Source: an optimization exercise on an open RTL-to-GDS flow (aim: small area). Production flows keep margins and buffers that such runs may drop. At most, simulation tests tie the RTL to the original design; equivalence was not proved. Function not checked in runs 1 to 3: the RTL went through the layout flow alone. Power and IR drop assume default switching activity.

<file path="flow/config.mk">
export PLATFORM = sky130hd
export DESIGN_NAME = Top_Module
export DESIGN_NICKNAME = Top_Module
export VERILOG_FILES = /design/flow/design.v
export SDC_FILE = /design/flow/constraint.sdc
export NUM_CORES = 8
export LEC_CHECK = 0
export ABC_AREA = 1
export CAP_MARGIN = 20
export CORE_MARGIN = 2
export CORE_UTILIZATION = 40
export SLEW_MARGIN = 20
</file>
<file path="flow/constraint.sdc">
create_clock -name core_clock -period 25.0 [get_ports {clk}]
set_input_delay 5.0000 -clock core_clock [delete_from_list [all_inputs] [get_ports {clk}]]
set_output_delay 5.0000 -clock core_clock [all_outputs]
set_load 0.01 [all_outputs]
</file>
<file path="flow/design.v">
module Keyboard_Driver
(
	input					clk_in,
	input					rst_n_in,
	input					key_clk,
	input					key_data,
	output	reg		[2:0]   key_ctrl
);
reg key_clk_r0, key_clk_r1;
reg key_data_r0, key_data_r1;
always @(posedge clk_in or negedge rst_n_in) begin
	if (!rst_n_in) begin
		key_clk_r0 <= 1'b1;
		key_clk_r1 <= 1'b1;
	end else begin
		key_clk_r0 <= key_clk;
		key_clk_r1 <= key_clk_r0;
	end
end
always @(posedge clk_in) begin
	key_data_r0 <= key_data;
	key_data_r1 <= key_data_r0;
end
wire key_clk_neg = key_clk_r1 & ~key_clk_r0;
reg [3:0] cnt;
always @(posedge clk_in or negedge rst_n_in) begin
	if (!rst_n_in) cnt <= 4'd0;
	else if (cnt == 4'd11) cnt <= 4'd0;
	else if (key_clk_neg) cnt <= cnt + 4'd1;
end
reg [7:0] temp_data;
always @(posedge clk_in) begin
	if (key_clk_neg && cnt >= 4'd1 && cnt <= 4'd8)
		temp_data <= {key_data_r1, temp_data[7:1]};
end
reg key_break;
always @(posedge clk_in or negedge rst_n_in) begin
	if (!rst_n_in) begin
		key_break <= 1'b0;
		key_ctrl <= 3'd0;
	end else if (cnt == 4'd11) begin
		if (temp_data == 8'hf0) key_break <= 1'b1;
		else if (!key_break) begin
			case (temp_data)
				8'h1d: key_ctrl <= 3'd1;
				8'h1b: key_ctrl <= 3'd2;
				8'h1c: key_ctrl <= 3'd3;
				8'h23: key_ctrl <= 3'd4;
				8'h3b: key_ctrl <= 3'd5;
				default: ;
			endcase
		end else key_break <= 1'b0;
	end
end
endmodule
`timescale 1ns / 1ns
module Game_Control (
    input  wire       clk,
    input  wire       rst,
    input  wire [2:0] ctrl,
    output reg [13:0] cnt,
    output wire       tick,
    output reg  [3:0] cur_x,
    output reg  [3:0] cur_y
);
always @(posedge clk, posedge rst) begin
  if (rst) cnt <= 14'd18;
  else cnt <= cnt + 14'd1;
end
assign tick = (cnt == 14'd8209);
always @(posedge clk, posedge rst) begin
  if (rst) begin
    cur_x <= 4'd6;
    cur_y <= 4'd2;
  end else if (tick) begin
    case (ctrl)
      3'd1: cur_y <= (cur_y == 4'd2)  ? 4'd11 : cur_y - 4'd1;
      3'd2: cur_y <= (cur_y == 4'd11) ? 4'd2  : cur_y + 4'd1;
      3'd3: cur_x <= (cur_x == 4'd6)  ? 4'd15 : cur_x - 4'd1;
      3'd4: cur_x <= (cur_x == 4'd15) ? 4'd6  : cur_x + 4'd1;
      default: ;
    endcase
  end
end
endmodule
`timescale 1ns / 1ns
module Vga_Display (
    input  wire        clk,
    input  wire        rst,
    input  wire        flag_player,
    input  wire [2:0]  ctrl,
    input  wire [13:0] cnt,
    input  wire        tick,
    input  wire [3:0]  cur_x,
    input  wire [3:0]  cur_y,
    output wire [11:0] disp_rgb,
    output wire        hsync,
    output wire        vsync
);
function hge(input [4:0] q_, input [5:0] r_, input [9:0] c);
  hge = (q_ > c / 40) || (q_ == c / 40 && r_ >= c % 40);
endfunction
function vge(input [3:0] q_, input [5:0] r_, input [9:0] c);
  vge = (q_ > c / 40) || (q_ == c / 40 && r_ >= c % 40);
endfunction
wire       pix = (cnt[1:0] == 2'b11);
wire [2:0] b   = cnt[4:2];
reg  [2:0] a;
reg  [4:0] q;
reg  [5:0] rv;
reg  [3:0] qv;
wire [5:0] r = {a, b};
wire line_end = pix && q == 5'd20 && a == 3'd2 && b == 3'd3;    
wire seg_end  = pix && ((b == 3'd7 && a == 3'd4) || line_end);   
always @(posedge clk, posedge rst) begin
  if (rst) begin
    a <= 3'd2;
    q <= 5'd0;
  end else if (line_end) q <= 5'd0;
  else if (pix && b == 3'd7) begin
    if (a == 3'd4) begin
      a <= 3'd0;
      q <= q + 5'd1;
    end else a <= a + 3'd1;
  end
end
always @(posedge clk, posedge rst) begin
  if (rst) begin
    qv <= 4'd0;
    rv <= 6'd10;
  end else if (line_end) begin
    if (qv == 4'd13 && rv == 6'd14) begin
      qv <= 4'd0;
      rv <= 6'd10;
    end else if (rv == 6'd39) begin
      rv <= 6'd0;
      qv <= qv + 4'd1;
    end else rv <= rv + 6'd1;
  end
end
reg [99:0] ring_r, ring_g;
reg [3:0]  ph_x, ph_y;
reg        clearing, pend, pc, pocc;
always @(posedge clk, posedge rst) begin
  if (rst) begin
    ph_x <= 4'd6;
    ph_y <= 4'd2;
  end else if (ph_x == 4'd15) begin
    ph_x <= 4'd6;
    ph_y <= (ph_y == 4'd11) ? 4'd2 : ph_y + 4'd1;
  end else ph_x <= ph_x + 4'd1;
end
wire [3:0] dx = cur_x - ph_x;
wire [3:0] dy = cur_y - ph_y;
wire eq0 = (dx == 4'd0) && (dy == 4'd0);
wire y0 = ~pocc && dy == 4'd0;
wire y1 = ~pocc && dy == 4'd1;
wire y2 = ~pocc && dy == 4'd2;
wire y3 = ~pocc && dy == 4'd3;
wire y4 = ~pocc && dy == 4'd4;
wire x0 = dx == 4'd0;
wire x1 = dx == 4'd1;
wire x2 = dx == 4'd2;
wire x3 = dx == 4'd3;
wire x4 = dx == 4'd4;
wire xm1 = dx == 4'd15;
wire xm2 = dx == 4'd14;
wire xm3 = dx == 4'd13;
wire xm4 = dx == 4'd12;
wire h0 = y0 & x0;
wire ha1 = y0 & x1, ha2 = y0 & x2, ha3 = y0 & x3, ha4 = y0 & x4;
wire hb1 = y1 & x0, hb2 = y2 & x0, hb3 = y3 & x0, hb4 = y4 & x0;
wire hc1 = y1 & x1, hc2 = y2 & x2, hc3 = y3 & x3, hc4 = y4 & x4;
wire hd1 = y1 & xm1, hd2 = y2 & xm2, hd3 = y3 & xm3, hd4 = y4 & xm4;
always @(posedge clk) begin
  ring_r <= {~clearing & (ring_r[0] | (pend & h0 & pc)),  ring_r[99:1]};
  ring_g <= {~clearing & (ring_g[0] | (pend & h0 & ~pc)), ring_g[99:1]};
end
wire is_move = (ctrl != 3'd0) && (ctrl != 3'd5);
wire place   = tick && ctrl == 3'd5 && !pocc;
always @(posedge clk, posedge rst) begin
  if (rst) begin
    clearing <= 1'b1;
    pend <= 1'b0;
    pocc <= 1'b1;
  end else begin
    clearing <= clearing & ~cnt[7];
    if (place) pend <= 1'b1;
    else if (h0) pend <= 1'b0;
    if (tick && is_move) pocc <= 1'b1;
    else if (eq0) pocc <= ring_r[0] | ring_g[0] | pend;
  end
end
always @(posedge clk) begin
  if (place) pc <= flag_player;
end
wire r0 = ring_r[0] | h0;
wire g0 = ring_g[0] | h0;
wire lr_a = r0 & (ring_r[1]|ha1) & (ring_r[2]|ha2) & (ring_r[3]|ha3) & (ring_r[4]|ha4);
wire lg_a = g0 & (ring_g[1]|ha1) & (ring_g[2]|ha2) & (ring_g[3]|ha3) & (ring_g[4]|ha4);
wire lr_b = r0 & (ring_r[10]|hb1) & (ring_r[20]|hb2) & (ring_r[30]|hb3) & (ring_r[40]|hb4);
wire lg_b = g0 & (ring_g[10]|hb1) & (ring_g[20]|hb2) & (ring_g[30]|hb3) & (ring_g[40]|hb4);
wire lr_c = r0 & (ring_r[11]|hc1) & (ring_r[22]|hc2) & (ring_r[33]|hc3) & (ring_r[44]|hc4);
wire lg_c = g0 & (ring_g[11]|hc1) & (ring_g[22]|hc2) & (ring_g[33]|hc3) & (ring_g[44]|hc4);
wire lr_d = r0 & (ring_r[9]|hd1) & (ring_r[18]|hd2) & (ring_r[27]|hd3) & (ring_r[36]|hd4);
wire lg_d = g0 & (ring_g[9]|hd1) & (ring_g[18]|hd2) & (ring_g[27]|hd3) & (ring_g[36]|hd4);
wire in_a = h0 | ha1 | ha2 | ha3 | ha4;
wire in_b = h0 | hb1 | hb2 | hb3 | hb4;
wire in_c = h0 | hc1 | hc2 | hc3 | hc4;
wire in_d = h0 | hd1 | hd2 | hd3 | hd4;
wire       tw    = (q >= 5'd15);
wire [4:0] q1    = q + 5'd1;
wire [4:0] q9    = q - 5'd9;
wire [3:0] cap_x = tw ? q9[3:0] : q1[3:0];
wire [3:0] cap_y = tw ? qv + 4'd1 : qv;
wire       cap   = (ph_x == cap_x) && (ph_y == cap_y);
wire ga = (ph_x <= 4'd11) & ~tw;                
wire gb = (ph_y <= 4'd7);                       
wire gc = ga & gb;
wire gd = (ph_x >= 4'd10) & gb & ~tw;           
wire w_red = (ga & (lr_a | (lg_a & ~in_a))) | (gb & (lr_b | (lg_b & ~in_b)))
           | (gc & (lr_c | (lg_c & ~in_c))) | (gd & (lr_d | (lg_d & ~in_d)));
wire w_grn = (ga & ((lr_a & ~in_a) | lg_a)) | (gb & ((lr_b & ~in_b) | lg_b))
           | (gc & ((lr_c & ~in_c) | lg_c)) | (gd & ((lr_d & ~in_d) | lg_d));
wire w_non = (ga & (lr_a | lg_a) & ~in_a) | (gb & (lr_b | lg_b) & ~in_b)
           | (gc & (lr_c | lg_c) & ~in_c) | (gd & (lr_d | lg_d) & ~in_d);
wire c_w  = pend ? (pc ? w_red : w_grn) : w_non;
wire c_r  = ring_r[0] | (pend & h0 & pc);
wire c_g  = ring_g[0] | (pend & h0 & ~pc);
reg n_w, n_wr, n_wg, n_r, n_g, n_p;
reg u_w, u_wr, u_wg, u_r, u_g, u_p;
wire s_w  = cap ? c_w   : n_w;
wire s_wr = cap ? w_red : n_wr;
wire s_wg = cap ? w_grn : n_wg;
wire s_r  = cap ? c_r   : n_r;
wire s_g  = cap ? c_g   : n_g;
wire s_p  = cap ? h0    : n_p;
wire t_w  = seg_end ? n_w  : u_w;
wire t_wr = seg_end ? n_wr : u_wr;
wire t_wg = seg_end ? n_wg : u_wg;
wire t_r  = seg_end ? n_r  : u_r;
wire t_g  = seg_end ? n_g  : u_g;
wire t_p  = seg_end ? n_p  : u_p;
always @(posedge clk) begin
  n_wr <= s_wr;
  n_wg <= s_wg;
  n_p  <= s_p;
  u_wr <= t_wr;
  u_wg <= t_wg;
  u_p  <= t_p;
  if (place) begin
    n_w <= flag_player ? s_wr : s_wg;
    n_r <= s_r | (s_p & flag_player);
    n_g <= s_g | (s_p & ~flag_player);
    u_w <= flag_player ? t_wr : t_wg;
    u_r <= t_r | (t_p & flag_player);
    u_g <= t_g | (t_p & ~flag_player);
  end else begin
    n_w <= s_w;
    n_r <= s_r;
    n_g <= s_g;
    u_w <= t_w;
    u_r <= t_r;
    u_g <= t_g;
  end
end
wire normal  = (q >= 5'd6) && (q <= 5'd15) && (qv >= 4'd2) && (qv <= 4'd11);
wire weirdok = (q >= 5'd16) && (qv >= 4'd2) && (qv <= 4'd7);
wire wscan   = (normal | weirdok) & u_w;
reg flag_over;
wire fo_new = flag_over | wscan;
wire signed [7:0] ex = $signed({2'b00, r}) - 8'sd20;
wire signed [7:0] ey = $signed({2'b00, rv}) - 8'sd20;
wire [15:0] e2 = ex * ex + ey * ey;
wire incirc = (e2 <= 16'd400);
wire [4:0] cur_x1 = {1'b0, cur_x} + 5'd1;
wire cursor = (qv == cur_y && q == {1'b0, cur_x} && incirc)
            | (qv == cur_y && q == cur_x1 && r == 6'd0 && rv == 6'd20)
            | (qv == cur_y + 4'd1 && q == {1'b0, cur_x} && r == 6'd20 && rv == 6'd0);
wire stone = normal & incirc & (u_r | u_g);
wire line_v = ~hge(q, r, 221) | hge(q, r, 660) | (r == 6'd20 && q >= 5'd6 && q <= 5'd15);
wire line_h = ~vge(qv, rv, 61) | vge(qv, rv, 500) | (rv == 6'd20 && qv >= 4'd2 && qv <= 4'd11);
wire white  = ~line_v & ~line_h & ~cursor;
wire b_r = white & (~stone | u_r);
wire b_g = white & (~stone | u_g);
wire go = (((hge(q, r, 260) && !hge(q, r, (280) + 1)) || (hge(q, r, 320) && !hge(q, r, (340) + 1)) || (hge(q, r, 380) && !hge(q, r, (400) + 1)) || (hge(q, r, 440) && !hge(q, r, (460) + 1))
            || (hge(q, r, 500) && !hge(q, r, (520) + 1)) || (hge(q, r, 580) && !hge(q, r, (600) + 1))) && (vge(qv, rv, 210) && !vge(qv, rv, (370) + 1)))
       || ((hge(q, r, 280) && !hge(q, r, (400) + 1)) && (vge(qv, rv, 350) && !vge(qv, rv, (370) + 1)))
       || ((hge(q, r, 520) && !hge(q, r, (580) + 1)) && (vge(qv, rv, 210) && !vge(qv, rv, (230) + 1)));
reg s1_r, s1_g, d_r, d_g;
always @(posedge clk, posedge rst) begin
  if (rst) flag_over <= 1'b0;
  else if (pix) flag_over <= fo_new;
end
always @(posedge clk) begin
  if (pix) begin
    s1_r <= fo_new ? (go & flag_player)  : b_r;
    s1_g <= fo_new ? (go & ~flag_player) : b_g;
    d_r  <= s1_r;
    d_g  <= s1_g;
  end
end
wire act = (hge(q, r, 163) && !hge(q, r, (802) + 1)) && (vge(qv, rv, 45) && !vge(qv, rv, (523) + 1));
assign disp_rgb = act ? {{4{d_r}}, {4{d_g}}, {4{d_r & d_g}}} : 12'd0;
assign hsync = hge(q, r, 116);
assign vsync = vge(qv, rv, 12);
endmodule
`timescale 1ns / 1ns
module Top_Module (
    input wire clk,
    input wire rst,
    input wire key_clk,
    input wire key_data,
    input wire flag_player,
    output wire [11:0]disp_rgb,
    output wire hsync,
    output wire vsync
);
wire [2:0]  ctrl;
wire [13:0] cnt;
wire        tick;
wire [3:0]  cur_x, cur_y;
Keyboard_Driver keyboard_Driver(
    .clk_in   (clk),
    .rst_n_in (~rst),
    .key_clk  (key_clk),
    .key_data (key_data),
    .key_ctrl (ctrl)
);
Game_Control game_control(
    .clk   (clk),
    .rst   (rst),
    .ctrl  (ctrl),
    .cnt   (cnt),
    .tick  (tick),
    .cur_x (cur_x),
    .cur_y (cur_y)
);
Vga_Display vga_display(
    .clk         (clk),
    .rst         (rst),
    .flag_player (flag_player),
    .ctrl        (ctrl),
    .cnt         (cnt),
    .tick        (tick),
    .cur_x       (cur_x),
    .cur_y       (cur_y),
    .disp_rgb    (disp_rgb),
    .hsync       (hsync),
    .vsync       (vsync)
);
endmodule
</file>
<file path="flow/run.sh">
#!/bin/bash
# synth_recipe.tcl (not shown) runs the flow's synth.tcl, then flattens the netlist and writes it again
# the make line also repeats each setting of config.mk as NAME=value (left out here)
make -C /OpenROAD-flow-scripts/flow DESIGN_CONFIG=/design/flow/config.mk WORK_HOME=/design/flow/orfs CLKGATE_MAP_FILE= SYNTH_SCRIPT=/design/flow/synth_recipe.tcl finish
</file>
==> results of run 1 <==
==> path summary, 6_finish.rpt <==
| path | from | end | slack [ns] | depth (start not counted) |
|---|---|---|---|---|
| hold / removal | vga_display.ring_g[49] | vga_display.ring_g[48] | 0.31 | 0 |
| setup / recovery | game_control.cnt[4] | disp_rgb[3] | 15.88 | 10 |
| max in group asynchronous | rst | game_control.cur_y[0] | 19.39 | 3 |
| min in group asynchronous | rst | vga_display.rv[0] | 5.04 | 3 |
| setup reg to reg | vga_display.rv[2] | vga_display.s1_g | 17.04 | 27 |
| hold reg to reg | vga_display.ring_g[49] | vga_display.ring_g[48] | 0.31 | 0 |
==> worst max-delay path, stage by stage, from the launching register on <==
cell                              delay (ns)
sky130_fd_sc_hd__dfstp_2                0.74
sky130_fd_sc_hd__clkinv_1               0.36
sky130_fd_sc_hd__ha_1                   0.33
sky130_fd_sc_hd__nor2_1                 0.14
sky130_fd_sc_hd__nor2_1                 0.08
sky130_fd_sc_hd__inv_1                  0.30
sky130_fd_sc_hd__nor2_1                 0.17
sky130_fd_sc_hd__o21ai_0                0.16
sky130_fd_sc_hd__o221ai_1               0.31
sky130_fd_sc_hd__nor3_1                 0.38
sky130_fd_sc_hd__clkdlybuf4s50_1        0.62
==> per-stage QoR <==
stage	cells	util (%)
global placement	2129	42.4
CTS	2176	44.7
finish	2176	44.8
global route	2176	44.8
detailed placement	2129	42.4
floorplan	1670	-
==> logic make-up after synthesis <==
kind of cell | synth area share, %
AND/OR/NAND/NOR | 17.1
buffers and inverters | 9.42
flip-flops | 41.9
adder cells (fa/ha/maj) | 20.4
AO/OA/AOI/OAI | 7.25
XOR/XNOR | 3.81
multiplexers | 0.142
==> power groups by stage <==
stage / Clock [mW] / Sequential, mW / Combinational, mW
3_5_place_dp: 0 / 0.487 / 0.0184
5_1_grt: 0.425 / 0.477 / 0.0226
4_1_cts: 0.406 / 0.477 / 0.0185
3_3_place_gp: 0 / 0.487 / 0.0177
6_report: 0.394 / 0.477 / 0.0188
2_1_floorplan: 0 / 0.486 / 0.0139
==> layer usage <==
metal / part of all wire (%) / wire, um
met1: 49 / 15000
met2: 45 / 13800
met3: 4.5 / 1390
met4: 1.7 / 535
met5: 0 / 0
==> placed cells by master (no fill, tap or decap), types with 3 or more instances in the layout <==
master                            Yosys  layout
sky130_fd_sc_hd__clkbuf_16            0      29
sky130_fd_sc_hd__nor3_1              23      22
sky130_fd_sc_hd__a21oi_1             56      56
sky130_fd_sc_hd__and2_1               4       4
sky130_fd_sc_hd__clkinv_2             0       4
sky130_fd_sc_hd__dfstp_2             15      15
sky130_fd_sc_hd__nor4_1              11      11
sky130_fd_sc_hd__nand4_1             16      16
sky130_fd_sc_hd__edfxtp_1            15      15
sky130_fd_sc_hd__fa_1                94      94
sky130_fd_sc_hd__nand2_1            253     253
sky130_fd_sc_hd__o31ai_1              5       5
sky130_fd_sc_hd__nand2_2              4       4
sky130_fd_sc_hd__o21ai_0             67      67
sky130_fd_sc_hd__inv_2                7       8
sky130_fd_sc_hd__o21ai_1              3       3
sky130_fd_sc_hd__o221ai_1             6       6
sky130_fd_sc_hd__o2111ai_1            7       7
sky130_fd_sc_hd__xor2_1              44      44
sky130_fd_sc_hd__a31oi_1              4       4
sky130_fd_sc_hd__clkdlybuf4s50_1      0      18
sky130_fd_sc_hd__o211ai_1             8       8
sky130_fd_sc_hd__buf_4               14       3
sky130_fd_sc_hd__clkinv_1             7       7
sky130_fd_sc_hd__or2_2                4       4
sky130_fd_sc_hd__dfrtp_1             47      47
sky130_fd_sc_hd__nand3_1             85      85
sky130_fd_sc_hd__nor2_1             173     173
sky130_fd_sc_hd__inv_1              312     311
sky130_fd_sc_hd__clkbuf_1            11       5
sky130_fd_sc_hd__xnor2_1             16      16
sky130_fd_sc_hd__nor2_2              10      10
sky130_fd_sc_hd__ha_1                94      94
sky130_fd_sc_hd__dfxtp_1            212     212
==> sequential cells by signal (all words and copies together), names as in the netlist, 3 cells and up <==
signal / flops
vga_display.ring_g: 100
vga_display.ring_r: 100
game_control.cnt: 14
keyboard_Driver.temp_data: 8
vga_display.rv: 6
vga_display.q: 5
game_control.cur_x: 4
game_control.cur_y: 4
keyboard_Driver.cnt: 4
vga_display.ph_x: 4
vga_display.ph_y: 4
vga_display.qv: 4
keyboard_Driver.key_ctrl: 3
vga_display.a: 3
==> layout make-up <==
cell class | count | area [um2] | share of cell area, %
multi-input combinational | 1025 | 7290 | 44.4
sequential | 289 | 6260 | 38.1
inverter | 326 | 1220 | 7.45
clock buffer | 36 | 772 | 4.70
tap | 468 | 586 | 3.57
timing repair buffer | 21 | 203 | 1.23
clock inverter | 11 | 83.8 | 0.510
==> flow_summary.toml, run 1 <==
[run_status]
run_status = "timing/DRC/antenna clean"

[logic_synthesis]
synth_cell_type_count = 61
yosysTopAreaCell = "sky130_fd_sc_hd__dfxtp_1"
synthesis.instances = 1670
post-synth-top-area-fraction_pct = 28.4
synth_top_flop_cell = "sky130_fd_sc_hd__dfxtp_1"
synth-edff-count = 15
ys_seq_elements = 289
postSynth.asyncResetShare_pct = 21.5
synth_top_cells_by_area = "sky130_fd_sc_hd__dfxtp_1, sky130_fd_sc_hd__fa_1, sky130_fd_sc_hd__dfrtp_1, sky130_fd_sc_hd__ha_1, sky130_fd_sc_hd__inv_1"
synth_sequential_area_ratio_pct = 41.9
post_synth.cell_area_avg_um2 = 8.96
synthesis.nets = 1863
yosys-top-cells-count = "sky130_fd_sc_hd__inv_1, sky130_fd_sc_hd__nand2_1, sky130_fd_sc_hd__dfxtp_1"
synthMostInstantiatedCell = "sky130_fd_sc_hd__inv_1"
count_of_warnings_emitted_by_yosys = 3
post_synth_instance_area_um2 = 15000

[global_route]
groute.layer.met1.usage_pct = 23.6
grtUsageMet2_pct = 26.1
grt_most_used_layer = "met2"
antenna_found_initial = 0
global_route.usage.total_pct = 16.4
maximum_number_of_pins_on_one_net_before_global_route_repair = 63
wire_length_of_the_first_global_routing_pass_mm = 51.5
grt_util_met3_pct = 2.58
globalRoute.totalOverflow = 0
first_global_vias = 10200

[cts]
cts_resized = 0
worstSkewPairLatency_ns = 0.54
cts_hold_buf = 0
clock_tree_from_tritoncts = "built"
clkTransAtPathRegs_ns = 0.07
tritoncts.num_buffers = 27
setup_buffers_after_cts = 0
ctsHtreeMaxLevel = 1
cts.sinks = 289
root_buffer = "sky130_fd_sc_hd__clkbuf_16"
clock_tree.buffer_depth = 3

[power]
power.ir.vdd_worst_v = 0.0000633
pwr-share-comb_pct = 2.1
leakagePower_nw = 7.60
power_report.internal_total_mw = 0.698
finalPower_mw = 0.890
switchingPower_mw = 0.191
power.switching_fraction_pct = 21.5
seq_power_share_pct = 53.6
power_density_nw_per_um2 = 54.2
clkPwrFrac_pct = 44.3

[critical_path]
required_time_of_the_worst_setup_path_ns = 20.00
cp-end-kind = "primary output"
critPathKind = "register to primary output"
timing.critical_path.arrival_ns = 4.12
timing.critical_path.from_type = "register"
path_max_fanout = 15

[placed_design]
place_worst_setup_slack_ns = 16.45
dp_hpwl_mm = 24.1
finalWeightedCongestion = 0.916
placed_area_um2 = 15600
port_buffers = 18

[timing]
final.setup_skew_ns = 0.0156
hold_violations = 0
final.setup.tns_ns = 0
fin_crit_ns = 9.12
rsz0062_at_grt = "no"
finalSetupViolations = 0
layout_worst_path_cycle_share_pct = 36.5
maxClockFrequency_mhz = 110
pins_over_slew_limit = 0
timing.hold.ws_ns = 0.315
relSlewSlack_pct = 33.5
setup_slack_ns = 15.88
worst_pin_slew_ns = 0.989

[die]
die_h_um = 197
floorplan.initialDensity_pct = 40.8
dieArea_um2 = 39000
rows = 70
fp.dieW_um = 197
core_region_area_um2 = 36700
io_pins = 19

[route]
drcViolationCount = 0
drt-vias-per-instance = 4.78
drt_first_pass_iters = 5
final_antenna_net_count = 0
route.vias.total = 10400
avgRoutedWirePerCell_um = 14.1
drtIter0Drc = 660
finalWirelength_mm = 30.8

[finish]
fill_cells = 3537
nets = 1883
n_antenna_cell = 0
syn_to_final_growth_pct = 9.78
stdcell_area_um2 = 16400
drive_gt1_share_pct = 6.03

[worst_hold_path]
hold_class = "register to register"

[job]
max_cap_viol_count = 0
==> run 2: changes to the inputs <==
--- a/flow/design.v
+++ b/flow/design.v
@@ -270,8 +270,34 @@
 reg flag_over;
 wire fo_new = flag_over | wscan;
-wire signed [7:0] ex = $signed({2'b00, r}) - 8'sd20;
-wire signed [7:0] ey = $signed({2'b00, rv}) - 8'sd20;
-wire [15:0] e2 = ex * ex + ey * ey;
-wire incirc = (e2 <= 16'd400);
+wire [5:0] adx = (r  >= 6'd20) ? r  - 6'd20 : 6'd20 - r;
+wire [5:0] ady = (rv >= 6'd20) ? rv - 6'd20 : 6'd20 - rv;
+reg  [4:0] lim;
+always @* begin
+  case (ady[4:0])
+    5'd0: lim = 5'd20;
+    5'd1: lim = 5'd19;
+    5'd2: lim = 5'd19;
+    5'd3: lim = 5'd19;
+    5'd4: lim = 5'd19;
+    5'd5: lim = 5'd19;
+    5'd6: lim = 5'd19;
+    5'd7: lim = 5'd18;
+    5'd8: lim = 5'd18;
+    5'd9: lim = 5'd17;
+    5'd10: lim = 5'd17;
+    5'd11: lim = 5'd16;
+    5'd12: lim = 5'd16;
+    5'd13: lim = 5'd15;
+    5'd14: lim = 5'd14;
+    5'd15: lim = 5'd13;
+    5'd16: lim = 5'd12;
+    5'd17: lim = 5'd10;
+    5'd18: lim = 5'd8;
+    5'd19: lim = 5'd6;
+    5'd20: lim = 5'd0;
+    default: lim = 5'd0;
+  endcase
+end
+wire incirc = (adx <= {1'b0, lim});
 wire [4:0] cur_x1 = {1'b0, cur_x} + 5'd1;
 wire cursor = (qv == cur_y && q == {1'b0, cur_x} && incirc)
--- a/flow/config.mk
+++ b/flow/config.mk
@@ -10,3 +10,4 @@
 export CORE_MARGIN = 2
 export CORE_UTILIZATION = 40
+export CTS_BUF_LIST = sky130_fd_sc_hd__clkbuf_4
 export SLEW_MARGIN = 20
==> flow_summary.toml, run 2 <==
[logic_synthesis]
synth_top_cells_by_area = "sky130_fd_sc_hd__dfxtp_1, sky130_fd_sc_hd__dfrtp_1, sky130_fd_sc_hd__nand2_1, sky130_fd_sc_hd__ha_1, sky130_fd_sc_hd__inv_1"
count_of_warnings_emitted_by_yosys = 3
yosysTopAreaCell = "sky130_fd_sc_hd__dfxtp_1"
yosys-top-cells-count = "sky130_fd_sc_hd__dfxtp_1, sky130_fd_sc_hd__nand2_1, sky130_fd_sc_hd__inv_1"
synth-edff-count = 15
synth_sequential_area_ratio_pct = 54.3
ys_seq_elements = 289
synthesis.nets = 1327
post-synth-top-area-fraction_pct = 36.8
post_synth_instance_area_um2 = 11500
synth_cell_type_count = 61
postSynth.asyncResetShare_pct = 21.5
post_synth.cell_area_avg_um2 = 9.12
synthMostInstantiatedCell = "sky130_fd_sc_hd__dfxtp_1"
synthesis.instances = 1265
synth_top_flop_cell = "sky130_fd_sc_hd__dfxtp_1"

[critical_path]
required_time_of_the_worst_setup_path_ns = 20.00
critPathKind = "register to primary output"
timing.critical_path.from_type = "register"
minimum_setup_slack_among_reg_to_reg_paths_ns = 20.13
timing.critical_path.arrival_ns = 3.74
path_max_fanout = 12
cp-end-kind = "primary output"

[timing]
timing.hold.ws_ns = 0.310
fin_crit_ns = 8.74
final.setup.tns_ns = 0
layout_worst_path_cycle_share_pct = 35.0
maxClockFrequency_mhz = 114
hold_violations = 0
rsz0062_at_grt = "no"
finalSetupViolations = 0
pins_over_slew_limit = 0
final.setup_skew_ns = 0.0406
worst_pin_slew_ns = 0.923
relSlewSlack_pct = 38.2

[power]
leakagePower_nw = 5.71
power_density_nw_per_um2 = 68.7
power.ir.vdd_worst_v = 0.0000495

[die]
fp.dieW_um = 174
rows = 62
io_pins = 19
dieArea_um2 = 30200
die_h_um = 174
core_region_area_um2 = 28500
floorplan.initialDensity_pct = 40.4

[run_status]
run_status = "timing/DRC/antenna clean"

[route]
drtIter0Drc = 683
drt-vias-per-instance = 4.80
route.vias.total = 8504
drt_first_pass_iters = 5
finalWirelength_mm = 24.3
avgRoutedWirePerCell_um = 13.7
drcViolationCount = 0
final_antenna_net_count = 0

[cts]
root_buffer = "sky130_fd_sc_hd__clkbuf_4"
cts_hold_buf = 0
worstSkewPairLatency_ns = 0.68
ctsHtreeMaxLevel = 3
clock_tree.buffer_depth = 3
tritoncts.num_buffers = 73
cts_resized = 0
cts.sinks = 289
setup_buffers_after_cts = 0
clkTransAtPathRegs_ns = 0.06
clock_tree_from_tritoncts = "built"

[global_route]
maximum_number_of_pins_on_one_net_before_global_route_repair = 63
first_global_vias = 8460
globalRoute.totalOverflow = 0
antenna_found_initial = 1
global_route.usage.total_pct = 16.6
wire_length_of_the_first_global_routing_pass_mm = 40.9

[finish]
fill_cells = 2847
layout.area.seq_um2 = 6260
multiInputGateArea_um2 = 4470
layout_top_registers = "vga_display.ring_g (100), vga_display.ring_r (100), game_control.cnt (14)"
syn_to_final_growth_pct = 12.7
final_core_utilization_pct = 45.5
drive_gt1_share_pct = 12.0
nets = 1398
instances_no_fill = 1771
layout_commonest_cell = "sky130_fd_sc_hd__dfxtp_1"
mostFrequentLayoutCells = "sky130_fd_sc_hd__dfxtp_1, sky130_fd_sc_hd__nand2_1, sky130_fd_sc_hd__inv_1"

[placed_design]
finalWeightedCongestion = 0.894
placed_cells = 1645
port_buffers = 18
dp_hpwl_mm = 17.0

[job]
max_cap_viol_count = 0

[worst_hold_path]
hold_class = "register to register"
## run 2: stage by stage
stage / cell area [um2] / setup WS, ns / power (mW)
floorplan: 11500 / 17.90 / 0.500
global placement: 12100 / 17.02 / 0.505
detailed placement: 12100 / 16.95 / 0.505
CTS: 13000 / 16.23 / 0.911
global route: 13000 / 15.93 / 0.941
finish: 13000 / 16.26 / 0.894
## run 2: cells by family (layout without fill, tap and decap cells)
| kind of cell | after synthesis | after routing | synth area share, % |
|---|---|---|---|
| simple gates | 492 | 492 | 19.2 |
| flops | 289 | 289 | 54.3 |
| buf+inv | 198 | 319 | 6.96 |
| compound gates | 179 | 179 | 9.30 |
| fa+ha+maj | 57 | 57 | 6.31 |
| xor+xnor | 48 | 48 | 3.71 |
| mux | 2 | 2 | 0.174 |
| other cells | 0 | 1 | 0 |
## run 2: layout make-up
type	count	share of cell area, %
Clock inverter	23	1.29
Antenna cell	1	0.0192
Multi-Input combinational cell	778	34.4
Tap cell	384	3.70
Timing Repair Buffer	19	1.44
Sequential cell	289	48.2
Clock buffer	102	5.89
Inverter	175	5.08
## run 2: power by group
group | internal, mW | switching [mW]
clock | 0.212 | 0.185
combinational | 0.00605 | 0.0129
sequential | 0.472 | 0.00496
total | 0.690 | 0.203
## run 2: layer usage
layer  up-vias  wire (um)  GRT usage [%]
li1       4323          -              -
met1      3970      12000           22.3
met3        42       1200           4.43
met2       169      10600           25.2
met5         -          0              0
met4         0        493           7.21
## run 2: path summary, 6_finish.rpt
kind                            cells past startpoint                   start                      to
worst max-delay path                                7        vga_display.q[2]             disp_rgb[2]
worst min-delay path                                0  vga_display.ring_g[43]  vga_display.ring_g[42]
worst max register to register                     22       vga_display.rv[0]        vga_display.s1_g
worst min register to register                      0  vga_display.ring_g[43]  vga_display.ring_g[42]
max in group asynchronous                           3                     rst        vga_display.q[3]
min in group asynchronous                           3                     rst  keyboard_Driver.cnt[0]
## run 2: critical path, stage by stage (launching register included)
cell                              delay, ns
sky130_fd_sc_hd__dfrtp_1               0.67
sky130_fd_sc_hd__inv_1                 0.27
sky130_fd_sc_hd__nor2_1                0.15
sky130_fd_sc_hd__nand3_1               0.15
sky130_fd_sc_hd__a2111oi_0             0.56
sky130_fd_sc_hd__nand4_1               0.30
sky130_fd_sc_hd__nor3_1                0.36
sky130_fd_sc_hd__clkdlybuf4s50_1       0.61
==> run 3: changes to the inputs <==
==> flow/flow/run.sh (new file) <==
#!/bin/bash
# Layout flow: the standard synthesis, its combinational logic re-mapped for
# area by ABC (flip-flops untouched), then the standard layout steps.
set -euo pipefail
W=$(pwd)
R=$W/orfs/results/$FLOW_PLATFORM/Top_Module/base
LIB=$FLOW_HOME/platforms/$FLOW_PLATFORM/lib/sky130_fd_sc_hd__tt_025C_1v80.lib

bash standard.sh synth > $W/std_synth.log 2>&1
cp $R/1_2_yosys.v $W/std_1_2_yosys.v
sed -e "s#@IN@#$W/std_1_2_yosys.v#" -e "s#@OUT@#$W/reopt_1_2_yosys.v#" \
    -e "s#@LIB@#$LIB#g" -e "s#@TOP@#$FLOW_TOP#" $W/flow/reopt.ys > $W/reopt_run.ys
yosys -s $W/reopt_run.ys > $W/reopt.log 2>&1
cp $W/reopt_1_2_yosys.v $R/1_2_yosys.v
touch $R/1_2_yosys.v
bash standard.sh finish > $W/std_layout.log 2>&1
==> flow/flow/reopt.ys (new file) <==
# Re-map the combinational logic of the standard synthesis for area.
# The flip-flops of the standard synthesis are kept as they are (same
# instances, names and cell types); only the gates between them change.
read_liberty -ignore_miss_func @LIB@
blackbox sky130_fd_sc_hd__df* sky130_fd_sc_hd__edf* sky130_fd_sc_hd__sdf* sky130_fd_sc_hd__dl* sky130_fd_sc_hd__sedf* sky130_fd_sc_hd__lpflow_inputisolatch_1
read_verilog @IN@
hierarchy -top @TOP@
flatten
delete t:$scopeinfo
opt_clean
opt -full
abc -liberty @LIB@ -dont_use *lpflow* -dont_use *probe* -script "+strash;&get -n;&deepsyn -T 120;&put;dch;map -a;topo"
opt_clean -purge
setundef -zero
hilomap -singleton -hicell sky130_fd_sc_hd__conb_1 HI -locell sky130_fd_sc_hd__conb_1 LO
splitnets
opt_clean -purge
stat -liberty @LIB@
write_verilog -noattr -nohex -nodec @OUT@
==> flow/standard.sh (new file) <==
#!/bin/bash
# synth_recipe.tcl (not shown) runs the flow's synth.tcl, then flattens the netlist and writes it again
# the make line also repeats each setting of config.mk as NAME=value (left out here)
make -C /OpenROAD-flow-scripts/flow DESIGN_CONFIG=/design/flow/config.mk WORK_HOME=/design/flow/orfs CLKGATE_MAP_FILE= SYNTH_SCRIPT=/design/flow/synth_recipe.tcl "${@:-finish}"
removed: flow/run.sh
==> flow_summary.toml, run 3 <==
[run_status]
run_status = "timing/DRC/antenna clean"

[critical_path]
path_max_fanout = 11
path_buf_inv = 3
timing.critical_path.arrival_ns = 3.28
cp_cell_sequence = "clkinv_1 -> a31oi_1 -> clkinv_1 -> nor3_1 -> nor3_1 -> o311ai_0 -> nand2_1 -> nor3_1 -> clkdlybuf4s50_1"
cp-end-kind = "primary output"
critPathKind = "register to primary output"
critPathMostFrequentCell = "sky130_fd_sc_hd__nor3_1"
cpPeakStageDelay_ns = 0.62
timing.critical_path.from_type = "register"
critical_path.slowest_cell = "sky130_fd_sc_hd__clkdlybuf4s50_1"
path_delay_family = "buffers and inverters"
required_time_of_the_worst_setup_path_ns = 20.00
minimum_setup_slack_among_reg_to_reg_paths_ns = 20.97

[global_route]
globalRoute.totalOverflow = 0
first_global_vias = 6666
wire_length_of_the_first_global_routing_pass_mm = 32.4
antenna_found_initial = 1
global_route.usage.total_pct = 16.6
maximum_number_of_pins_on_one_net_before_global_route_repair = 63

[finish]
fill_cells = 2254
layout_top_registers = "vga_display.ring_g (100), vga_display.ring_r (100), game_control.cnt (14)"
layout_commonest_cell = "sky130_fd_sc_hd__dfxtp_1"
mostFrequentLayoutCells = "sky130_fd_sc_hd__dfxtp_1, sky130_fd_sc_hd__nor2_1, sky130_fd_sc_hd__clkinv_1"
nets = 1057
syn_to_final_growth_pct = 17.1
drive_gt1_share_pct = 12.3

[placed_design]
dp_hpwl_mm = 13.6
finalWeightedCongestion = 0.923
place_worst_setup_slack_ns = 17.42
port_buffers = 18

[logic_synthesis]
synthesis.instances = 959
synthesis.nets = 964
post_synth.cell_area_avg_um2 = 9.82
count_of_warnings_emitted_by_yosys = 3
post_synth_instance_area_um2 = 9420

[die]
fp.dieW_um = 157
dieArea_um2 = 24800
rows = 56
io_pins = 19
die_h_um = 157
floorplan.initialDensity_pct = 40.5
core_region_area_um2 = 23300

[cts]
clock_tree.buffer_depth = 3
worstSkewPairLatency_ns = 0.68
root_buffer = "sky130_fd_sc_hd__clkbuf_4"
ctsHtreeMaxLevel = 3
cts_resized = 0
clkTransAtPathRegs_ns = 0.06
clock_tree_from_tritoncts = "built"
cts.sinks = 289
tritoncts.num_buffers = 72
cts_hold_buf = 0
setup_buffers_after_cts = 0

[timing]
setup_slack_ns = 16.72
rsz0062_at_grt = "no"
fin_crit_ns = 8.28
worst_pin_slew_ns = 1.01
maxClockFrequency_mhz = 121
relSlewSlack_pct = 32.5
timing.hold.ws_ns = 0.309
hold_violations = 0
pins_over_slew_limit = 0
layout_worst_path_cycle_share_pct = 33.1
finalSetupViolations = 0
final.setup_skew_ns = 0.0390
final.setup.tns_ns = 0

[route]
drcViolationCount = 0
drt_first_pass_iters = 5
route.vias.total = 6885
drtIter0Drc = 574
avgRoutedWirePerCell_um = 13.6
finalWirelength_mm = 19.4
final_antenna_net_count = 0
drt-vias-per-instance = 4.80

[power]
power_density_nw_per_um2 = 82.5
power.ir.vdd_worst_v = 0.0000381
leakagePower_nw = 4.35
finalPower_mw = 0.911

[worst_hold_path]
hold_class = "register to register"

[job]
max_cap_viol_count = 0
==> run 3: metal layers <==
layer	vias to the layer above	share of wire, %	GRT usage, %
li1	3450	-	-
met1	3193	48	23.2
met2	192	43	24.1
met3	50	6.2	4.35
met4	0	2.5	7.58
met5	-	0	0
==> run 3: through the flow <==
step | util, % | instances | cell area (um2)
2_1_floorplan | - | 959 | 9420
3_3_place_gp | 43.0 | 1297 | 10000
3_5_place_dp | 43.0 | 1297 | 10000
4_1_cts | 47.4 | 1429 | 11000
5_1_grt | 47.4 | 1434 | 11000
6_report | 47.4 | 1434 | 11000
==> run 3: final cells by class <==
class | instances | area [um2] | share of cell area, %
Sequential cell | 289 | 6260 | 56.8
Clock inverter | 28 | 233 | 2.11
Tap cell | 319 | 399 | 3.62
Timing Repair Buffer | 19 | 188 | 1.70
Clock buffer | 104 | 781 | 7.08
Multi-Input combinational cell | 545 | 2690 | 24.4
Inverter | 125 | 469 | 4.25
Antenna cell | 5 | 12.5 | 0.113
==> run 3: worst reg2reg max path: cells and delay by family, from the launching register on <==
family | cells | cell delay, ns
and+or+nand+nor | 9 | 1.71
AOI/OAI and AO/OA | 5 | 1.34
DFF | 1 | 0.47
buffers and inverters | 2 | 0.38
==> run 3: path summary, 6_finish.rpt <==
kind / start / depth (start not counted) / end
setup reg to reg: game_control.cur_y[3] / 16 / vga_display.n_w
setup / recovery: vga_display.rv[5] / 9 / disp_rgb[1]
max in group asynchronous: rst / 3 / game_control.cur_x[3]
min in group asynchronous: rst / 3 / game_control.cnt[10]
hold reg to reg: vga_display.ring_r[66] / 0 / vga_display.ring_r[65]
hold / removal: vga_display.ring_r[66] / 0 / vga_display.ring_r[65]
==> run 3: power by group <==
group          switching [mW]  internal (mW)
sequential            0.00530          0.472
clock                   0.182          0.236
combinational         0.00983        0.00504
total                   0.197          0.714
==> run 4: changes to the inputs <==
--- a/flow/design.v
+++ b/flow/design.v
@@ -151,29 +151,10 @@
   end else ph_x <= ph_x + 4'd1;
 end
-wire [3:0] dx = cur_x - ph_x;
-wire [3:0] dy = cur_y - ph_y;
-wire eq0 = (dx == 4'd0) && (dy == 4'd0);
-wire y0 = ~pocc && dy == 4'd0;
-wire y1 = ~pocc && dy == 4'd1;
-wire y2 = ~pocc && dy == 4'd2;
-wire y3 = ~pocc && dy == 4'd3;
-wire y4 = ~pocc && dy == 4'd4;
-wire x0 = dx == 4'd0;
-wire x1 = dx == 4'd1;
-wire x2 = dx == 4'd2;
-wire x3 = dx == 4'd3;
-wire x4 = dx == 4'd4;
-wire xm1 = dx == 4'd15;
-wire xm2 = dx == 4'd14;
-wire xm3 = dx == 4'd13;
-wire xm4 = dx == 4'd12;
-wire h0 = y0 & x0;
-wire ha1 = y0 & x1, ha2 = y0 & x2, ha3 = y0 & x3, ha4 = y0 & x4;
-wire hb1 = y1 & x0, hb2 = y2 & x0, hb3 = y3 & x0, hb4 = y4 & x0;
-wire hc1 = y1 & x1, hc2 = y2 & x2, hc3 = y3 & x3, hc4 = y4 & x4;
-wire hd1 = y1 & xm1, hd2 = y2 & xm2, hd3 = y3 & xm3, hd4 = y4 & xm4;
+wire at_cur = (ph_x == cur_x) && (ph_y == cur_y);    
+wire r0 = ring_r[0];
+wire g0 = ring_g[0];
 always @(posedge clk) begin
-  ring_r <= {~clearing & (ring_r[0] | (pend & h0 & pc)),  ring_r[99:1]};
-  ring_g <= {~clearing & (ring_g[0] | (pend & h0 & ~pc)), ring_g[99:1]};
+  ring_r <= {~clearing & (at_cur ? (pend ? pc  : (r0 | ~g0)) : (r0 & ~g0)), ring_r[99:1]};
+  ring_g <= {~clearing & (at_cur ? (pend ? ~pc : (g0 | ~r0)) : (g0 & ~r0)), ring_g[99:1]};
 end
 wire is_move = (ctrl != 3'd0) && (ctrl != 3'd5);
@@ -187,7 +168,7 @@
     clearing <= clearing & ~cnt[7];
     if (place) pend <= 1'b1;
-    else if (h0) pend <= 1'b0;
+    else if (at_cur) pend <= 1'b0;
     if (tick && is_move) pocc <= 1'b1;
-    else if (eq0) pocc <= ring_r[0] | ring_g[0] | pend;
+    else if (at_cur) pocc <= (r0 ^ g0) | pend;
   end
 end
@@ -195,18 +176,12 @@
   if (place) pc <= flag_player;
 end
-wire r0 = ring_r[0] | h0;
-wire g0 = ring_g[0] | h0;
-wire lr_a = r0 & (ring_r[1]|ha1) & (ring_r[2]|ha2) & (ring_r[3]|ha3) & (ring_r[4]|ha4);
-wire lg_a = g0 & (ring_g[1]|ha1) & (ring_g[2]|ha2) & (ring_g[3]|ha3) & (ring_g[4]|ha4);
-wire lr_b = r0 & (ring_r[10]|hb1) & (ring_r[20]|hb2) & (ring_r[30]|hb3) & (ring_r[40]|hb4);
-wire lg_b = g0 & (ring_g[10]|hb1) & (ring_g[20]|hb2) & (ring_g[30]|hb3) & (ring_g[40]|hb4);
-wire lr_c = r0 & (ring_r[11]|hc1) & (ring_r[22]|hc2) & (ring_r[33]|hc3) & (ring_r[44]|hc4);
-wire lg_c = g0 & (ring_g[11]|hc1) & (ring_g[22]|hc2) & (ring_g[33]|hc3) & (ring_g[44]|hc4);
-wire lr_d = r0 & (ring_r[9]|hd1) & (ring_r[18]|hd2) & (ring_r[27]|hd3) & (ring_r[36]|hd4);
-wire lg_d = g0 & (ring_g[9]|hd1) & (ring_g[18]|hd2) & (ring_g[27]|hd3) & (ring_g[36]|hd4);
-wire in_a = h0 | ha1 | ha2 | ha3 | ha4;
-wire in_b = h0 | hb1 | hb2 | hb3 | hb4;
-wire in_c = h0 | hc1 | hc2 | hc3 | hc4;
-wire in_d = h0 | hd1 | hd2 | hd3 | hd4;
+wire ar_a = (ring_r[0] & ring_r[1] & ring_r[2] & ring_r[3] & ring_r[4]),     ag_a = (ring_g[0] & ring_g[1] & ring_g[2] & ring_g[3] & ring_g[4]);
+wire nr_a = ~(ring_r[0] | ring_r[1] | ring_r[2] | ring_r[3] | ring_r[4]),     ng_a = ~(ring_g[0] | ring_g[1] | ring_g[2] | ring_g[3] | ring_g[4]);
+wire ar_b = (ring_r[0] & ring_r[10] & ring_r[20] & ring_r[30] & ring_r[40]), ag_b = (ring_g[0] & ring_g[10] & ring_g[20] & ring_g[30] & ring_g[40]);
+wire nr_b = ~(ring_r[0] | ring_r[10] | ring_r[20] | ring_r[30] | ring_r[40]), ng_b = ~(ring_g[0] | ring_g[10] | ring_g[20] | ring_g[30] | ring_g[40]);
+wire ar_c = (ring_r[0] & ring_r[11] & ring_r[22] & ring_r[33] & ring_r[44]), ag_c = (ring_g[0] & ring_g[11] & ring_g[22] & ring_g[33] & ring_g[44]);
+wire nr_c = ~(ring_r[0] | ring_r[11] | ring_r[22] | ring_r[33] | ring_r[44]), ng_c = ~(ring_g[0] | ring_g[11] | ring_g[22] | ring_g[33] | ring_g[44]);
+wire ar_d = (ring_r[0] & ring_r[9] & ring_r[18] & ring_r[27] & ring_r[36]),  ag_d = (ring_g[0] & ring_g[9] & ring_g[18] & ring_g[27] & ring_g[36]);
+wire nr_d = ~(ring_r[0] | ring_r[9] | ring_r[18] | ring_r[27] | ring_r[36]),  ng_d = ~(ring_g[0] | ring_g[9] | ring_g[18] | ring_g[27] | ring_g[36]);
 wire       tw    = (q >= 5'd15);
 wire [4:0] q1    = q + 5'd1;
@@ -219,13 +194,15 @@
 wire gc = ga & gb;
 wire gd = (ph_x >= 4'd10) & gb & ~tw;           
-wire w_red = (ga & (lr_a | (lg_a & ~in_a))) | (gb & (lr_b | (lg_b & ~in_b)))
-           | (gc & (lr_c | (lg_c & ~in_c))) | (gd & (lr_d | (lg_d & ~in_d)));
-wire w_grn = (ga & ((lr_a & ~in_a) | lg_a)) | (gb & ((lr_b & ~in_b) | lg_b))
-           | (gc & ((lr_c & ~in_c) | lg_c)) | (gd & ((lr_d & ~in_d) | lg_d));
-wire w_non = (ga & (lr_a | lg_a) & ~in_a) | (gb & (lr_b | lg_b) & ~in_b)
-           | (gc & (lr_c | lg_c) & ~in_c) | (gd & (lr_d | lg_d) & ~in_d);
+wire pr_a = ar_a & ng_a, pg_a = ag_a & nr_a;
+wire pr_b = ar_b & ng_b, pg_b = ag_b & nr_b;
+wire pr_c = ar_c & ng_c, pg_c = ag_c & nr_c;
+wire pr_d = ar_d & ng_d, pg_d = ag_d & nr_d;
+wire w_red = (ga & (ar_a | pg_a)) | (gb & (ar_b | pg_b)) | (gc & (ar_c | pg_c)) | (gd & (ar_d | pg_d));
+wire w_grn = (ga & (pr_a | ag_a)) | (gb & (pr_b | ag_b)) | (gc & (pr_c | ag_c)) | (gd & (pr_d | ag_d));
+wire w_non = (ga & (pr_a | pg_a)) | (gb & (pr_b | pg_b)) | (gc & (pr_c | pg_c)) | (gd & (pr_d | pg_d));
+wire mark = r0 & g0;
 wire c_w  = pend ? (pc ? w_red : w_grn) : w_non;
-wire c_r  = ring_r[0] | (pend & h0 & pc);
-wire c_g  = ring_g[0] | (pend & h0 & ~pc);
+wire c_r  = (r0 & ~g0) | (pend & mark & pc);
+wire c_g  = (g0 & ~r0) | (pend & mark & ~pc);
 reg n_w, n_wr, n_wg, n_r, n_g, n_p;
 reg u_w, u_wr, u_wg, u_r, u_g, u_p;
@@ -235,5 +212,5 @@
 wire s_r  = cap ? c_r   : n_r;
 wire s_g  = cap ? c_g   : n_g;
-wire s_p  = cap ? h0    : n_p;
+wire s_p  = cap ? mark  : n_p;
 wire t_w  = seg_end ? n_w  : u_w;
 wire t_wr = seg_end ? n_wr : u_wr;
--- a/flow/flow/run.sh
+++ b/flow/flow/run.sh
@@ -14,3 +14,7 @@
 cp $W/reopt_1_2_yosys.v $R/1_2_yosys.v
 touch $R/1_2_yosys.v
+# clock tree: clusters of at most 10 flip-flops on sky130 clkbuf_4, no dummy
+# loads; ports buffered with the smallest buffer
+export CTS_ARGS="-sink_clustering_enable -repair_clock_nets -buf_list sky130_fd_sc_hd__clkbuf_4 -sink_clustering_size 10 -sink_clustering_max_diameter 40 -dont_use_dummy_load"
+export BUFFER_PORTS_ARGS="-buffer_cell sky130_fd_sc_hd__buf_1"
 bash standard.sh finish > $W/std_layout.log 2>&1
==> flow_summary.toml, run 4 <==
[timing]
hold_violations = 0
fin_crit_ns = 7.92
final.setup.tns_ns = 0
layout_worst_path_cycle_share_pct = 31.7
final.setup_skew_ns = 0.0881
maxClockFrequency_mhz = 126
relSlewSlack_pct = 46.7
worst_pin_slew_ns = 0.800
finalSetupViolations = 0
rsz0062_at_grt = "no"
pins_over_slew_limit = 0
setup_slack_ns = 17.08
timing.hold.ws_ns = 0.275

[cts]
worstSkewPairLatency_ns = 0.65
setup_buffers_after_cts = 0
cts.sinks = 289
clkTransAtPathRegs_ns = 0.10
root_buffer = "sky130_fd_sc_hd__clkbuf_4"
cts_resized = 0
cts_hold_buf = 0
ctsHtreeMaxLevel = 2
tritoncts.num_buffers = 40
clock_tree_from_tritoncts = "built"
clock_tree.buffer_depth = 3

[critical_path]
critical_path.slowest_cell = "sky130_fd_sc_hd__dfstp_2"
cp-end-kind = "primary output"
timing.critical_path.from_type = "register"
required_time_of_the_worst_setup_path_ns = 20.00
path_buf_inv = 4
path_delay_family = "simple AND/OR/NAND/NOR gates"
timing.critical_path.arrival_ns = 2.92
critPathMostFrequentCell = "sky130_fd_sc_hd__clkinv_1"
critPathKind = "register to primary output"
cp_cell_sequence = "clkinv_1 -> nor2_1 -> clkinv_1 -> nand2_1 -> clkinv_1 -> nand2_1 -> o21ai_0 -> xor2_1 -> o211ai_1 -> nor3_1 -> buf_1"
cpPeakStageDelay_ns = 0.62
path_max_fanout = 8

[finish]
mostFrequentLayoutCells = "sky130_fd_sc_hd__dfxtp_1, sky130_fd_sc_hd__nor2_1, sky130_fd_sc_hd__clkinv_1"
drive_gt1_share_pct = 6.73
stdcell_area_um2 = 9870
layout_top_registers = "vga_display.ring_g (100), vga_display.ring_r (100), game_control.cnt (14)"
syn_to_final_growth_pct = 8.12
layout_commonest_cell = "sky130_fd_sc_hd__dfxtp_1"
nets = 958

[route]
drcViolationCount = 0
drt_first_pass_iters = 5
avgRoutedWirePerCell_um = 13.5
drtIter0Drc = 355
route.vias.total = 6100
drt-vias-per-instance = 4.93
final_antenna_net_count = 0
finalWirelength_mm = 16.7

[power]
power_density_nw_per_um2 = 71.0
power.ir.vdd_worst_v = 0.0000457
finalPower_mw = 0.701
leakagePower_nw = 3.76

[die]
core_region_area_um2 = 22500
die_h_um = 155
floorplan.initialDensity_pct = 40.6
fp.dieW_um = 155
rows = 55
io_pins = 19
dieArea_um2 = 24100

[global_route]
globalRoute.totalOverflow = 0
maximum_number_of_pins_on_one_net_before_global_route_repair = 63
global_route.usage.total_pct = 14.5
antenna_found_initial = 1
wire_length_of_the_first_global_routing_pass_mm = 28.3
first_global_vias = 5791

[logic_synthesis]
post_synth_instance_area_um2 = 9130
post_synth.cell_area_avg_um2 = 10.2
count_of_warnings_emitted_by_yosys = 3
synthesis.nets = 896
synthesis.instances = 891

[worst_hold_path]
hold_class = "register to register"

[placed_design]
dp_hpwl_mm = 11.6
place_worst_setup_slack_ns = 17.74
finalWeightedCongestion = 0.892
port_buffers = 18
placed_area_um2 = 9570

[run_status]
run_status = "timing/DRC/antenna clean"

[job]
max_cap_viol_count = 0
[run 4: cell count changes in the layout (fill, tap and decap cells not counted), moves of 5 or more]
cell / before / now
sky130_fd_sc_hd__nor3_1: 28 / 34
sky130_fd_sc_hd__nor2_1: 185 / 137
sky130_fd_sc_hd__clkdlybuf4s50_1: 18 / 0
sky130_fd_sc_hd__clkbuf_4: 104 / 40
sky130_fd_sc_hd__nand3_1: 31 / 22
sky130_fd_sc_hd__nand2_1: 89 / 81
sky130_fd_sc_hd__nand4_1: 10 / 15
sky130_fd_sc_hd__clkinv_1: 142 / 122
sky130_fd_sc_hd__nor4_1: 4 / 10
sky130_fd_sc_hd__buf_1: 0 / 18
[run 4: power by group]
group / leakage [nW] / internal [mW] / switching, mW / total [mW]
clock: 0.184 / 0.0737 / 0.136 / 0.210
combinational: 0.962 / 0.00459 / 0.00976 / 0.0144
sequential: 2.62 / 0.472 / 0.00508 / 0.477
total: 3.76 / 0.550 / 0.151 / 0.701
[run 4: worst reg2reg max path: cells and delay by family, from the launching register on]
kind,cells,cell delay (ns)
compound gates,2,0.50
buf+inv,6,0.89
flops,1,0.62
simple gates,5,1.12
[run 4: final timing paths]
kind / start / to / slack, ns / depth (start not counted)
max in group asynchronous: rst / vga_display.rv[4] / 19.83 / 3
min: vga_display.ring_g[89] / vga_display.ring_g[88] / 0.27 / 0
max: vga_display.a[1] / disp_rgb[2] / 17.08 / 11
max reg2reg: vga_display.a[1] / vga_display.u_g / 21.74 / 13
min in group asynchronous: rst / vga_display.pend / 4.57 / 3
min reg2reg: vga_display.ring_g[89] / vga_display.ring_g[88] / 0.27 / 0
[run 4: cell type report]
| cell class | instances | area (um2) |
|---|---|---|
| fill | 2156 | 12600 |
| sequential | 289 | 6260 |
| clock buffer | 40 | 300 |
| timing repair buffer | 20 | 82.6 |
| tap | 285 | 357 |
| antenna | 1 | 2.50 |
| inverter | 123 | 462 |
| multi-input combinational | 479 | 2410 |
[run 4: routing by layer]
layer	part of all wire [%]	GRT usage, %	up-vias
met1	49	20.6	2783
met2	41	20.7	153
li1	-	-	3110
met4	3.9	6.83	0
met5	0	0	-
met3	5.6	3.73	54
[run 4: per-stage QoR]
step | utilization (%) | instances
floorplan | - | 891
global placement | 42.5 | 1196
detailed placement | 42.5 | 1196
CTS | 43.9 | 1236
global route | 43.9 | 1237
finish | 43.9 | 1237

separate check: timing with driven ports:
How much do the figures lean on ideal ports? The routed layouts below were timed once more, with nothing changed but the port constraints.
Step 1, drivers: a clkbuf_16 drives clk and a buf_2 each remaining input, both assumed.
Step 2 times the ports against the registers' clock, not the clock port: input delays grow and output delays shrink by t, the midpoint of the rising clock arrivals with the driver on.
a / b / c = no drivers / after step 1 / after step 2; a / b = the first two.
| run | t, ns | setup slack, ns | cell pins on the clock port's net |
|---|---|---|---|
| run 1 | 0.584 | 15.878 / 15.827 / 16.411 | 1 |
| run 2 | 0.699 | 16.262 / 16.217 / 16.916 | 1 |
| run 3 | 0.697 | 16.719 / 16.678 / 17.375 | 1 |
| run 4 | 0.646 | 17.083 / 17.044 / 17.690 | 1 |
After both steps setup and hold are still met in every run listed.
